From an optimization exercise on the open Yosys and OpenROAD flow, aimed at small area; shortcuts taken in it are not production practice.
Where RTL was checked, it was by simulation tests only, not by an equivalence proof against the original.
The clock port is modelled as an ideal driver, which makes a skipped or thinned clock tree look cheaper than it is; a real chip needs a root buffer or a tree.
No activity file was given, so power comes from the tool's default toggle rates.

== oak ==
Design MultTop_seq, start of the top module:
module MultTop_seq(input wire clk, input wire reset, input wire m_enable,
                   input wire [7:0] a, input wire [7:0] b,
                   output wire [3:0] an, output wire [7:0] seg);
    reg  [3:0]  mc;
    reg         rv;       
    reg  [7:0]  ar;       
    reg  [15:0] p;        
    wire m_idle = (mc == 4'd0);
    wire m_done = (mc == 4'd5);
    wire m_first = (mc == 4'd1);
    wire [7:0] addend = ar & {8{p[0]}};
    wire [8:0] cy;
    wire [7:0] sm;
    assign cy[0] = 1'b0;
    genvar gi;
    generate for (gi = 0; gi < 8; gi = gi + 1) begin : rca
        assign sm[gi] = p[8+gi] ^ addend[gi] ^ cy[gi];
        assign cy[gi+1] = (p[8+gi] & addend[gi]) | (cy[gi] & (p[8+gi] ^ addend[gi]));
    end endgenerate
    wire [8:0] sum = {cy[8], sm};
    reg  [5:0]  cn;
    wire busy = cn[5];
    wire c_idle = ~busy;
    wire lastc = busy & (&cn[4:0]);
    wire cn_b = ~busy & cn[0];           
    wire cn_b2 = ~busy & cn[1];          
    wire cn_0 = ~busy & ~cn[1] & ~cn[0];
    reg  [15:0] cp;       
    reg  [15:0] l;        
    reg         cz;       
    wire diff = cz ? (p != 16'd0) : (p != cp);
    wire cp_load = m_idle & rv & diff & (c_idle | (m_enable & lastc));
    wire start = c_idle & rv & (m_first | diff);
    wire clr = reset | (busy & ~|cn[4:0]);
    wire sbit = cp[~cn[4:1]] & ~reset;
    wire [15:0] li = clr ? 16'd0 : l;
    function [3:0] add3(input [3:0] d);
        add3 = {d[3] | (d[2] & (d[1] | d[0])),
                (d[3] & d[0]) | (d[2] & ~d[1] & ~d[0]),
                (d[3] & ~d[0]) | (~d[2] & d[1]) | (d[1] & d[0]),
                (d[3] & ~d[0]) | (~d[3] & ~d[2] & d[0]) | (d[2] & d[1] & ~d[0])};
    endfunction
    wire [3:0] a_hi = add3(li[15:12]);
    wire [3:0] a_lo = add3(li[11:8]);
    wire [3:0] a_3 = add3(li[7:4]);
    wire cin = cn[0] ? sbit : a_3[3];
    wire [15:0] ln = {li[7:0], a_hi[2:0], a_lo[3], a_lo[2:0], cin};
    always @(posedge clk) begin
        if (reset) mc <= 4'd0;
        else if (m_idle) mc <= {3'd0, m_enable};
        else if (m_done) mc <= 4'd0;
  ...
==> module MultTop_seq, before the edit <==
module MultTop_seq(input wire clk, input wire reset, input wire m_enable,
                   input wire [7:0] a, input wire [7:0] b,
                   output wire [3:0] an, output wire [7:0] seg);
    reg  [3:0]  mc;
    reg         rv;       
    reg  [7:0]  ar;       
    reg  [15:0] p;        
    wire m_idle = (mc == 4'd0);
    wire m_done = (mc == 4'd5);
    wire m_first = (mc == 4'd1);
    wire [7:0] addend = ar & {8{p[0]}};
    wire [8:0] cy;
    wire [7:0] sm;
    assign cy[0] = 1'b0;
    genvar gi;
    generate for (gi = 0; gi < 8; gi = gi + 1) begin : rca
        assign sm[gi] = p[8+gi] ^ addend[gi] ^ cy[gi];
        assign cy[gi+1] = (p[8+gi] & addend[gi]) | (cy[gi] & (p[8+gi] ^ addend[gi]));
    end endgenerate
    wire [8:0] sum = {cy[8], sm};
    reg  [5:0]  cn;
    wire busy = cn[5];
    wire c_idle = ~busy;
    wire lastc = busy & (&cn[4:0]);
    wire cn_b = ~busy & cn[0];           
    wire cn_b2 = ~busy & cn[1];          
    wire cn_0 = ~busy & ~cn[1] & ~cn[0];
    reg  [15:0] cp;       
    reg  [15:0] l;        
    reg         cz;       
    wire diff = cz ? (p != 16'd0) : (p != cp);
    wire cp_load = m_idle & rv & diff & (c_idle | (m_enable & lastc));
    wire start = c_idle & rv & (m_first | diff);
    wire clr = reset | (busy & ~|cn[4:0]);
    wire sbit = cp[~cn[4:1]] & ~reset;
    wire [15:0] li = clr ? 16'd0 : l;
    function [3:0] add3(input [3:0] d);
        add3 = {d[3] | (d[2] & (d[1] | d[0])),
                (d[3] & d[0]) | (d[2] & ~d[1] & ~d[0]),
                (d[3] & ~d[0]) | (~d[2] & d[1]) | (d[1] & d[0]),
                (d[3] & ~d[0]) | (~d[3] & ~d[2] & d[0]) | (d[2] & d[1] & ~d[0])};
    endfunction
    wire [3:0] a_hi = add3(li[15:12]);
    wire [3:0] a_lo = add3(li[11:8]);
    wire [3:0] a_3 = add3(li[7:4]);
    wire cin = cn[0] ? sbit : a_3[3];
    wire [15:0] ln = {li[7:0], a_hi[2:0], a_lo[3], a_lo[2:0], cin};
    always @(posedge clk) begin
        if (reset) mc <= 4'd0;
        else if (m_idle) mc <= {3'd0, m_enable};
        else if (m_done) mc <= 4'd0;
        else mc <= {mc[2:0], mc[3] ^ mc[2] ^ ~|mc[2:0]};
    end
    always @(posedge clk) begin
        if (reset) rv <= 1'b0;
        else if (m_done) rv <= 1'b1;
        else if (m_first) rv <= 1'b0;
        else if (m_idle & m_enable) rv <= rv & diff & lastc;
    end
    always @(posedge clk) begin
        if (m_idle) begin
            ar <= a;
            if (m_enable) p <= {8'd0, b};
        end else if (!m_done) begin
            p <= {sum, p[7:1]};
        end
    end
    always @(posedge clk) begin
        if (reset) cn <= 6'd0;
        else if (c_idle) cn <= start ? 6'd32 : {4'd0, cn[0], 1'b0};
        else if (lastc) cn <= 6'd1;
        else cn <= cn + 6'd1;
    end
    always @(posedge clk) begin
        if (cp_load) cp <= p;
        if (reset) cz <= 1'b1;
        else if (cp_load) cz <= 1'b0;
    end
    always @(posedge clk) begin
        if (busy | reset) l <= ln;
    end
    reg [9:0] lo;
    reg [1:0] sel;
    reg       q;
    wire z9 = ~|lo[8:0];
    wire lend = lo[9] & z9;
    always @(posedge clk or posedge reset) begin
        if (reset) lo <= 10'd0;
        else lo <= {lo[8:0], lo[9] ^ lo[6] ^ z9};
    end
    wire sw = q | (lend & ~(&sel));
    wire [1:0] sel_n = reset ? 2'd0 : sel + {1'b0, sw};
    always @(posedge clk) begin
        sel <= sel_n;
        q <= lend & (&sel);
    end
    reg [3:0] d;
    reg [3:0] sv;
    wire cap0 = cn_0 & start;
    wire capm = cn_b | cap0;
    wire holdm = cn_b | (busy & (|cn[4:0]));
    wire [1:0] idx = sel + {1'b0, sw | capm};
    reg [3:0] mx;
    always @(*) begin
        case (idx)
            2'd0: mx = l[3:0];
            2'd1: mx = l[7:4];
            2'd2: mx = l[11:8];
            default: mx = l[15:12];
        endcase
    end
    always @(posedge clk) begin
        if (capm) sv <= mx;
        if (reset) d <= 4'd0;
        else if (holdm) begin
            if (sw) d <= sv;
        end else if (sw | ~cap0) d <= mx;
    end
    function [7:0] segdec(input [3:0] v);
        reg p7;
        begin
            p7 = ~v[1] & ~v[3] & (v[2] ^ v[0]);
            segdec = {p7,
                      v[2] & (v[1] ^ v[0]),
                      v[1] & ~v[2] & ~v[0],
                      p7 | (v[2] & v[1] & v[0]),
                      v[0] | (v[2] & ~v[1]),
                      ~v[3] & ((v[1] & v[0]) | (~v[2] & (v[1] | v[0]))),
                      ~v[3] & (v[2] ? (v[1] & v[0]) : ~v[1]),
                      ~(v[3] & (v[2] | v[1]))};
        end
    endfunction
    assign seg = segdec(d);
    assign an = ~(4'd1 << sel);
endmodule
clock: 10.0 ns
lec_check: 0
cap_margin: 20
core_margin: 2
core_utilization: 70
place_density: 0.85
slew_margin: 20
standard.sh (not shown) runs the stock make flow with config.mk's settings and CLKGATE_MAP_FILE= SYNTH_SCRIPT=/design/flow/synth_recipe.tcl, a recipe that flattens the netlist after the stock synthesis.
==> flow/flow/run.sh <==
#!/bin/bash
set -euo pipefail
W=$PWD
{ head -n 1 synth_recipe.tcl; cat flow/abc_override.tcl; tail -n +2 synth_recipe.tcl; } > my_synth.tcl
sed "s#SYNTH_SCRIPT=[^ ]*#SYNTH_SCRIPT=$W/my_synth.tcl#" standard.sh > my_standard.sh
grep -q "SYNTH_SCRIPT=$W/my_synth.tcl" my_standard.sh
export MY_ABC_SCRIPT=$W/flow/area.abc
export BUFFER_PORTS_ARGS="-buffer_cell sky130_fd_sc_hd__buf_1"
export PRE_CTS_TCL=$W/flow/pre_cts.tcl
export MY_NBUF=8
export MY_BUFCELL=sky130_fd_sc_hd__inv_4
export MY_ROOT=sky130_fd_sc_hd__inv_2
bash my_standard.sh > standard.log 2>&1
Other scripts of this flow, unchanged in this note and not shown: flow/flow/abc_override.tcl, flow/flow/area.abc, flow/flow/pre_cts.tcl
## Diff of input files: pine against oak
==> flow/design.v, changed modules only <==
module MultTop_seq(input wire clk, input wire reset, input wire m_enable,
                   input wire [7:0] a, input wire [7:0] b,
                   output wire [3:0] an, output wire [7:0] seg);
    reg  [3:0]  mc;
    reg         rv;       
    reg  [7:0]  ar;       
    reg  [15:0] p;        
    wire m_idle = (mc == 4'd0);
    wire m_done = (mc == 4'd5);
    wire m_first = (mc == 4'd1);
    wire [7:0] addend = ar & {8{p[0]}};
    wire [8:0] cy;
    wire [7:0] sm;
    assign cy[0] = 1'b0;
    genvar gi;
    generate for (gi = 0; gi < 8; gi = gi + 1) begin : rca
        assign sm[gi] = p[8+gi] ^ addend[gi] ^ cy[gi];
        assign cy[gi+1] = (p[8+gi] & addend[gi]) | (cy[gi] & (p[8+gi] ^ addend[gi]));
    end endgenerate
    wire [8:0] sum = {cy[8], sm};
    reg  [1:0]  ph;
    reg  [3:0]  ix;
    wire ph_a = (ph == 2'd1);
    wire ph_s = (ph == 2'd3);
    wire ix0 = (ix == 4'd0);
    wire ix15 = (ix == 4'd15);
    reg  [15:0] cp;       
    reg  [15:0] l;        
    wire c_idle = ~ph[0];
    reg         cz;       
    wire diff = cz ? (p != 16'd0) : (p != cp);
    wire cp_take = m_idle & rv & (c_idle | (m_enable & ph_s & ix15));
    wire cp_load = cp_take & diff;
    wire start = c_idle & rv & (m_first | diff);
    wire step = ph_s;
    wire clr = reset | (ph_s & ix0);
    wire sbit = cp[~ix] & ~reset;
    wire [15:0] li = clr ? 16'd0 : l;
    function [3:0] add3(input [3:0] d);
        add3 = {d[3] | (d[2] & (d[1] | d[0])),
                (d[3] & d[0]) | (d[2] & ~d[1] & ~d[0]),
                (d[3] & ~d[0]) | (~d[2] & d[1]) | (d[1] & d[0]),
                (d[3] & ~d[0]) | (~d[3] & ~d[2] & d[0]) | (d[2] & d[1] & ~d[0])};
    endfunction
    wire [15:0] la = {add3(li[15:12]), add3(li[11:8]), add3(li[7:4]), add3(li[3:0])};
    always @(posedge clk) begin
        if (reset) mc <= 4'd0;
        else if (m_idle) mc <= {3'd0, m_enable};
        else if (m_done) mc <= 4'd0;
        else mc <= {mc[2:0], mc[3] ^ mc[2] ^ ~|mc[2:0]};
    end
    always @(posedge clk) begin
        if (reset) rv <= 1'b0;
        else if (m_done) rv <= 1'b1;
        else if (m_first) rv <= 1'b0;
        else if (m_idle & m_enable) rv <= rv & diff & ph_s & ix15;
    end
    always @(posedge clk) begin
        if (m_idle) begin
            ar <= a;
            if (m_enable) p <= {8'd0, b};
        end else if (!m_done) begin
            p <= {sum, p[7:1]};
        end
    end
    always @(posedge clk) begin
        if (reset) ph <= 2'd0;
        else if (c_idle) ph <= {1'b0, start};
        else if (ix15) ph <= {1'b1, ~ph[1]};
        ix <= ph[0] ? ix + 4'd1 : 4'd0;
    end
    always @(posedge clk) begin
        if (cp_load) cp[15:8] <= p[15:8];
        if (cp_take) cp[7:0] <= p[7:0];
        if (reset) cz <= 1'b1;
        else if (cp_load) cz <= 1'b0;
    end
    always @(posedge clk) begin
        if (step | reset) l <= {la[14:0], sbit};
    end
    reg [9:0] lo;
    reg [1:0] sel;
    reg       q;
    wire z9 = ~|lo[8:0];
    wire lend = lo[9] & z9;
    always @(posedge clk or posedge reset) begin
        if (reset) lo <= 10'd0;
        else lo <= {lo[8:0], lo[9] ^ lo[6] ^ z9};
    end
    wire sw = q | (lend & ~(&sel));
    wire [1:0] sel_n = reset ? 2'd0 : sel + {1'b0, sw};
    always @(posedge clk) begin
        sel <= sel_n;
        q <= lend & (&sel);
    end
    reg [3:0] d;
    reg [3:0] sv;
    wire capm = ph_a & ~ix0;
    wire holdm = ph[1];
    wire [1:0] idx = sel + {1'b0, sw | capm};
    reg [3:0] mx;
    always @(*) begin
        case (idx)
            2'd0: mx = l[3:0];
            2'd1: mx = l[7:4];
            2'd2: mx = l[11:8];
            default: mx = l[15:12];
        endcase
    end
    always @(posedge clk) begin
        if (capm) sv <= mx;
        if (reset) d <= 4'd0;
        else if (holdm) begin
            if (sw) d <= sv;
        end else if (sw | ~capm) d <= mx;
    end
    function [7:0] segdec(input [3:0] v);
        reg p7;
        begin
            p7 = ~v[1] & ~v[3] & (v[2] ^ v[0]);
            segdec = {p7,
                      v[2] & (v[1] ^ v[0]),
                      v[1] & ~v[2] & ~v[0],
                      p7 | (v[2] & v[1] & v[0]),
                      v[0] | (v[2] & ~v[1]),
                      ~v[3] & ((v[1] & v[0]) | (~v[2] & (v[1] | v[0]))),
                      ~v[3] & (v[2] ? (v[1] & v[0]) : ~v[1]),
                      ~(v[3] & (v[2] | v[1]))};
        end
    endfunction
    assign seg = segdec(d);
    assign an = ~(4'd1 << sel);
endmodule
==> summary.txt <==
oak was smaller in final cell area than pine.
As far as count of placed standard cells including taps is concerned, oak and pine perform about the same.
Diff oak -> pine | power consumed by combinational cells | increase of 78%
Higher final critical-path setup slack was reported by pine, not oak.
Comparing pine with oak, the wire length of the first global-routing pass came out essentially unchanged.
pine vs. oak: met3 track demand over resource lower; total power higher; internal power higher.
STATUS setup clock skew after layout: pine wins against oak
Row shortest period the worst path allows: pine lower / oak higher
Ratio of total power to cell area of pine exceeds that of oak by more than a quarter.
Function not checked in pine: the RTL went through the layout flow alone. In every run of this note, the design's own scripts or RTL, not TritonCTS, make the clock network.

## re-timing with driven ports
The results above use ideal ports. As a check the final layouts listed here were re-extracted and re-timed, cells and wires unchanged.
Step 1 assumes that a clkbuf_16 drives the clock port and a buf_2 every other input.
Step 2 times the ports against the registers' clock, not the clock port: input delays grow and output delays shrink by t, the midpoint of the rising clock arrivals with the driver on.
Three values: no drivers, after step 1, after step 2; two values: the first two.
| run | t, ns | slack for setup (ns) | worst setup path after step 2 | worst slew at a driven data input, ns |
|---|---|---|---|---|
| oak | 0.373 | 5.952 / 5.952 / 5.952 | register to register | 0.03 |
| pine | 0.372 | 6.168 / 6.171 / 5.799 | input to register | 0.03 |
After both steps every run listed still meets setup and hold. The setup slack of pine, which loses most, moves by +0.003 ns with the drivers and by -0.369 ns with both steps.
